Source: an optimization exercise on an open RTL-to-GDS flow (aim: small area, a short achievable clock period and few clock cycles per item). Production flows keep margins and buffers that such runs may drop. In this exercise RTL edits were held to simulation tests only and were not proved equivalent to the original.

==> v23: inputs <==
// fft_insert128
module fft_insert128(
  input clk,
  input rst,
  input ce,
  input [31:0] din,
  output reg oe,
  output reg [31:0] dout
);
localparam T2 = 1;              
localparam C2 = T2 + 1;         
localparam T3 = C2 + 33;
localparam C3 = T3 + 3;
localparam T4 = C3 + 17;
localparam C4 = T4 + 3;
localparam T5 = C4 + 9;
localparam C5 = T5 + 3;
localparam T6 = C5 + 5;
localparam C6 = T6 + 3;
localparam T7 = C6 + 3;
localparam R1 = T7 + 5;
localparam R2 = R1 + 64;
localparam R3 = R2 + 31;
localparam RO = R3 + 13;        
localparam LAST = RO + 127;
wire [9:0] cnt;
wire oe_next;
fft_128_ctr #(.LAST(LAST), .OUT0(RO)) ctr (
  .clk(clk), .rst(rst), .ce(ce), .cnt(cnt), .oe_next(oe_next));
function [6:0] pos;
  input [9:0] c;
  input integer t;
  reg [9:0] d;
  begin
    d = c - t;
    pos = d[6:0];
  end
endfunction
reg [31:0] xin;
always @(posedge clk) xin <= din;
wire [29:0] xh = {xin[31:17], xin[15:1]};
wire [29:0] xrep;
fft_ram_2ports replay(.clk(clk), .in(xh), .out(xrep));
wire [6:0] p2 = pos(cnt, T2);
wire [29:0] s1 = p2[6] ? xrep : xh;
wire [31:0] s1w = {s1[29], s1[29:15], s1[14], s1[14:0]};
wire [31:0] t2o, c2o, t3o, c3o, t4o, c4o, t5o, c5o, t6o, c6o, s7o, r1o, r2o, r3o;
wire [6:0] pc2 = pos(cnt, C2), pt3 = pos(cnt, T3), pc3 = pos(cnt, C3);
  ...
make LEC_CHECK=0 CAP_MARGIN=20 CORE_MARGIN=2 CORE_UTILIZATION=40 PLACE_DENSITY=0.6 SLEW_MARGIN=20 SYNTH_MEMORY_MAX_BITS=32768 finish   # period 10.0 ns
run.sh (not shown) runs the stock make flow with config.mk's settings and CLKGATE_MAP_FILE= SYNTH_SCRIPT=/design/flow/synth_recipe.tcl, a recipe that flattens the netlist after the stock synthesis.
==> v2: changes against v23 <==
--- a/flow/design.v
+++ b/flow/design.v
@@ -152,83 +152,119 @@
   input [31:0] in,
   output reg [31:0] out
 );
 wire [5:0] t = {p[1], p[2], p[3], p[4], p[5], p[6]};
 wire [31:0] w;
 rom_w rom(.t(t), .w(w));
-wire signed [15:0] wim = w[15:0];
+wire signed [15:0] wre = w[31:16], wim = w[15:0];
 function [15:0] sat;
   input signed [32:0] v;
   reg signed [17:0] q;
   begin
     q = v[32:15];
     if (q > 18'sd32767) sat = 16'h7fff;
     else if (q < -18'sd32768) sat = 16'h8000;
     else sat = q[15:0];
   end
 endfunction
 reg [31:0] a_hold, a_r, a_r2, b_r, bh;
-reg signed [15:0] y1a, y2a, y1b, y2b;
+reg signed [15:0] y1, y2, ws_r, ws_i;
+reg signed [25:0] lo;
+reg signed [24:0] hi;
 reg signed [32:0] pa, pb;
 wire ph = p[0];    
 wire signed [15:0] br = b_r[31:16], bi = b_r[15:0];
-wire signed [15:0] y1 = ph ? y1b : y1a;
-wire signed [15:0] y2 = ph ? y2b : y2a;
-wire signed [32:0] mac = br * y1 + bi * y2;
+wire signed [8:0] y1l = {1'b0, y1[7:0]}, y2l = {1'b0, y2[7:0]};
+wire signed [7:0] y1h = y1[15:8], y2h = y2[15:8];
+wire signed [32:0] hs = {hi, 8'd0};
+wire signed [32:0] mac = hs + lo;
 wire signed [15:0] tr = sat(pa), ti = sat(pb);
 wire signed [15:0] ar = a_r2[31:16], ai = a_r2[15:0];
 wire signed [16:0] sr = ar + tr, si = ai + ti, dr = ar - tr, di = ai - ti;
 always @(posedge clk) begin
   if (!ph) a_hold <= in;
   if (ph) begin
     b_r <= in; a_r <= a_hold;
-    y1a <= w[31:16]; y2a <= -wim;
-    y1b <= w[15:0];  y2b <= w[31:16];
-    pb <= mac;
-    a_r2 <= a_r;
+    ws_r <= wre; ws_i <= wim;
+    y1 <= wre; y2 <= -wim;
   end else begin
-    pa <= mac;
+    y1 <= ws_i; y2 <= ws_r;
   end
-  if (ph) out <= bh;
-  else begin
+  lo <= br * y1l + bi * y2l;
+  hi <= br * y1h + bi * y2h;
+  if (ph) begin
+    pa <= mac;
+    a_r2 <= a_r;
+  end else
+    pb <= mac;
+  if (ph) begin
     out <= {sr[16:1], si[16:1]};
     bh <= {dr[16:1], di[16:1]};
-  end
+  end else
+    out <= bh;
 end
 endmodule
 module tw_mult2 #(parameter S = 4) (
   input clk,
   input [6:0] p,           
   input [31:0] in,
-  output reg [31:0] out
+  output [31:0] out
 );
+localparam DB = 7 - S;
+localparam D = 1 << DB;
+localparam L = D + 4;
 wire [5:0] pr6 = {p[1], p[2], p[3], p[4], p[5], p[6]};    
 wire [5:0] t = (pr6 & ((6'd1 << (S - 1)) - 6'd1)) << (7 - S);
 wire [31:0] w;
 rom_w rom(.t(t), .w(w));
-reg [31:0] r1, w1, a2;
-reg b1, b2;
-reg signed [32:0] pr2, pi2;
-wire signed [15:0] br = r1[31:16], bi = r1[15:0];
-wire signed [15:0] wr = w1[31:16], wi = w1[15:0];
+wire signed [15:0] wre = w[31:16], wim = w[15:0];
 function [15:0] sat;
   input signed [32:0] v;
   reg signed [17:0] q;
   begin
     q = v[32:15];
     if (q > 18'sd32767) sat = 16'h7fff;
     else if (q < -18'sd32768) sat = 16'h8000;
     else sat = q[15:0];
   end
 endfunction
+wire [DB:0] r = {~p[DB], p[DB-1:0]};
+wire [DB-1:0] k = r[DB:1];                  
+wire [DB-1:0] kw = r[DB:1] - 2'd2;          
+reg [32*L-1:0] line;
+assign out = line[32*L-1 -: 32];
+wire [31:0] bsrc = (k == 0) ? in : line[32*(k-1) +: 32];
+reg [31:0] b_r;
+reg signed [15:0] y1, y2, ws_r, ws_i, ws_n;
+reg signed [25:0] lo;
+reg signed [24:0] hi;
+reg signed [32:0] pa, pb;
+wire signed [15:0] br = b_r[31:16], bi = b_r[15:0];
+wire signed [8:0] y1l = {1'b0, y1[7:0]}, y2l = {1'b0, y2[7:0]};
+wire signed [7:0] y1h = y1[15:8], y2h = y2[15:8];
+wire signed [32:0] hs = {hi, 8'd0};
+wire signed [32:0] mac = hs + lo;
+wire [31:0] res = {sat(pa), sat(pb)};
+integer m;
 always @(posedge clk) begin
-  r1 <= in; w1 <= w; b1 <= p[7-S];
-  pr2 <= br * wr - bi * wi;
-  pi2 <= br * wi + bi * wr;
-  a2 <= r1; b2 <= b1;
-  out <= b2 ? {sat(pr2), sat(pi2)} : a2;
+  if (!r[0]) b_r <= bsrc;
+  if (r == 0) begin
+    ws_r <= wre; ws_i <= wim; ws_n <= -wim;
+    y1 <= wre; y2 <= -wim;
+  end else if (r[0]) begin
+    y1 <= ws_i; y2 <= ws_r;
+  end else begin
+    y1 <= ws_r; y2 <= ws_n;
+  end
+  lo <= br * y1l + bi * y2l;
+  hi <= br * y1h + bi * y2h;
+  if (r[0]) pb <= mac;
+  else pa <= mac;
+  line[31:0] <= in;
+  for (m = 1; m < L; m = m + 1)
+    line[32*m +: 32] <= (!r[0] && m == kw + 4) ? res : line[32*(m-1) +: 32];
 end
 endmodule
 module butterfly2 #(parameter D = 8) (
   input clk,
   input bsel,
   input [31:0] in,
@@ -258,18 +294,21 @@
 );
 reg running;
 always @(posedge clk or negedge rst)
   if (!rst) begin
     running <= 1'b0;
     cnt <= 10'd0;
-  end else if (ce) begin
+  end else if (ce && !running) begin
     running <= 1'b1;
     cnt <= 10'd1;
   end else if (running) begin
     cnt <= cnt + 10'd1;
-    if (cnt == LAST) running <= 1'b0;
+    if (cnt == LAST) begin
+      running <= 1'b0;
+      cnt <= 10'd0;
+    end
   end
 always @(*) oe_next = running && cnt >= OUT0 && cnt <= LAST;
 endmodule
 `timescale 1ns / 1ps
 module fft_insert128(
   input clk,
@@ -281,19 +320,19 @@
 );
 localparam T2 = 1;              
 localparam C2 = T2 + 1;         
 localparam T3 = C2 + 33;
 localparam C3 = T3 + 3;
 localparam T4 = C3 + 17;
-localparam C4 = T4 + 3;
+localparam C4 = T4 + 12;
 localparam T5 = C4 + 9;
-localparam C5 = T5 + 3;
+localparam C5 = T5 + 8;
 localparam T6 = C5 + 5;
-localparam C6 = T6 + 3;
+localparam C6 = T6 + 6;
 localparam T7 = C6 + 3;
-localparam R1 = T7 + 5;
+localparam R1 = T7 + 6;
 localparam R2 = R1 + 64;
 localparam R3 = R2 + 31;
 localparam RO = R3 + 13;        
 localparam LAST = RO + 127;
 wire [9:0] cnt;
 wire oe_next;
@@ -310,21 +349,25 @@
 endfunction
 reg [31:0] xin;
 always @(posedge clk) xin <= din;
 wire [29:0] xh = {xin[31:17], xin[15:1]};
 wire [29:0] xrep;
 fft_ram_2ports replay(.clk(clk), .in(xh), .out(xrep));
-wire [6:0] p2 = pos(cnt, T2);
+reg [6:0] p2;
 wire [29:0] s1 = p2[6] ? xrep : xh;
 wire [31:0] s1w = {s1[29], s1[29:15], s1[14], s1[14:0]};
 wire [31:0] t2o, c2o, t3o, c3o, t4o, c4o, t5o, c5o, t6o, c6o, s7o, r1o, r2o, r3o;
-wire [6:0] pc2 = pos(cnt, C2), pt3 = pos(cnt, T3), pc3 = pos(cnt, C3);
-wire [6:0] pt4 = pos(cnt, T4), pc4 = pos(cnt, C4), pt5 = pos(cnt, T5);
-wire [6:0] pc5 = pos(cnt, C5), pt6 = pos(cnt, T6), pc6 = pos(cnt, C6);
-wire [6:0] pt7 = pos(cnt, T7), pr1 = pos(cnt, R1), pr2 = pos(cnt, R2);
-wire [6:0] pr3 = pos(cnt, R3);
+reg [6:0] pc2, pt3, pc3, pt4, pc4, pt5, pc5, pt6, pc6, pt7, pr1, pr2, pr3;
+always @(posedge clk) begin
+  p2 <= pos(cnt, T2 - 1);
+  pc2 <= pos(cnt, C2 - 1); pt3 <= pos(cnt, T3 - 1); pc3 <= pos(cnt, C3 - 1);
+  pt4 <= pos(cnt, T4 - 1); pc4 <= pos(cnt, C4 - 1); pt5 <= pos(cnt, T5 - 1);
+  pc5 <= pos(cnt, C5 - 1); pt6 <= pos(cnt, T6 - 1); pc6 <= pos(cnt, C6 - 1);
+  pt7 <= pos(cnt, T7 - 1); pr1 <= pos(cnt, R1 - 1); pr2 <= pos(cnt, R2 - 1);
+  pr3 <= pos(cnt, R3 - 1);
+end
 mult16x16_cpx #(.S(2)) tw2 (.clk(clk), .p(p2), .in(s1w), .out(t2o));
 butterfly2 #(.D(32)) bf2 (.clk(clk), .bsel(pc2[5]), .in(t2o), .out(c2o));
 mult16x16_cpx #(.S(3)) tw3 (.clk(clk), .p(pt3), .in(c2o), .out(t3o));
 butterfly2 #(.D(16)) bf3 (.clk(clk), .bsel(pc3[4]), .in(t3o), .out(c3o));
 tw_mult2 #(.S(4)) tw4 (.clk(clk), .p(pt4), .in(c3o), .out(t4o));
 butterfly2 #(.D(8)) bf4 (.clk(clk), .bsel(pc4[3]), .in(t4o), .out(c4o));
Settings changed: SETUP_SLACK_MARGIN set to 4.5.
==> summary of the runs <==
- In v2 the non-clock buffer count is higher than in v23, by 347.
- Between v2 and v23, the lower sequential share of layout area is in v23 (gap 7.4 points).
- Against v2, the cell area of v23 is higher by about 2.5%.
- Register-to-register slack: v23 is worse than v2 (3.1 ns).
- Against v23, the worst hold slack of v2 is better by 0.028 ns.
- Between v2 and v23, the lower die area is in v2 (gap about 6%, measured against v23).
- Between v23 and v2, the lower setup slack is in v23 (gap 3.1 ns).
- Global-route usage: v2 is lower than v23 (1.1 points).
==> figures <==
|  | v2 | v23 |
|---|---|---|
| Antenna Cells | 97 | 84 |
| Critical-path maximum fanout | 4 | 18 |
| Bufs w/o clock | 787 | 440 |
| WL met2 | 320 mm | 360 mm |
| Critical Path AT | 7.48 ns | 10.44 ns |
| Count of flip-flops with a built-in enable after synthesis | 561 | 243 |
| Reg2Reg Launch Point | tw4.b_r[19]$_DFFE_PN_ | tw4.w1[5]$_DFF_P_ |
| Period utilization | 64.4% | 94.9% |
| Synth Area in Compound Gates | 6.07% | 5.41% |
| Global-route met2 utilization | 26.2% | 28.3% |
| CP dominant cell by count | sky130_fd_sc_hd__ha_4 | sky130_fd_sc_hd__fa_1 |
| Data required time of the worst path | 11.04 ns | 10.95 ns |
| Met3 routing resource usage after global routing | 1.92% | 2.46% |
| Capture point of the worst reg-to-reg path | tw4.lo[22]$_DFF_P_ | tw4.pr2[32]$_DFF_P_ |
| Crit path largest cell delay | 0.56 ns | 0.87 ns |
| Cell with the largest stage delay on the worst path | sky130_fd_sc_hd__fa_2 | sky130_fd_sc_hd__dfxtp_1 |
| Via-per-instance ratio | 4.59 | 4.61 |
| Outcome | finished clean | finished clean |
| Row count | 338 | 349 |
| Mapped Area | 340000 µm² | 363000 µm² |
| Seq area share | 50.6% | 43.1% |
| DP Cell Count | 39.3k | 43.0k |
Testbench counts of v23, summed over its fixed seeds: cycles 15,544, frames 48.
Testbench counts of v2, summed over its fixed seeds: cycles 16,408, frames 48.

## re-timing with driven ports
How much do the figures lean on ideal ports? The routed layouts below were timed once more, with nothing changed but the port constraints. Step 1 (the two cells are an assumption about what drives the block):
set clk [get_ports {clk}]
set_driving_cell -lib_cell sky130_fd_sc_hd__clkbuf_16 $clk
set_driving_cell -lib_cell sky130_fd_sc_hd__buf_2 [delete_from_list [all_inputs] $clk]
Step 2 adds t to the input delays and takes it off the output delays; t is the mean of the earliest and latest rising clock arrival at the registers after step 1. Input paths then give back, and output paths get back, about the clock's delay inside the block. Slacks: no drivers / after step 1 / after step 2; pairs: no drivers / after step 1.
run | shift t [ns] | slack for setup (ns) | latest minus earliest clock arrival (ns) | worst data-port slew with drivers (ns) | pins driven straight from the clock port
v23 | 1.188 | 0.509 / 0.509 / 0.509 | 0.191 / 0.191 | 0.18 | 1
v2 | 1.281 | 3.561 / 3.561 / 3.561 | 0.187 / 0.187 | 0.31 | 1
After both steps every run listed still meets setup and hold.
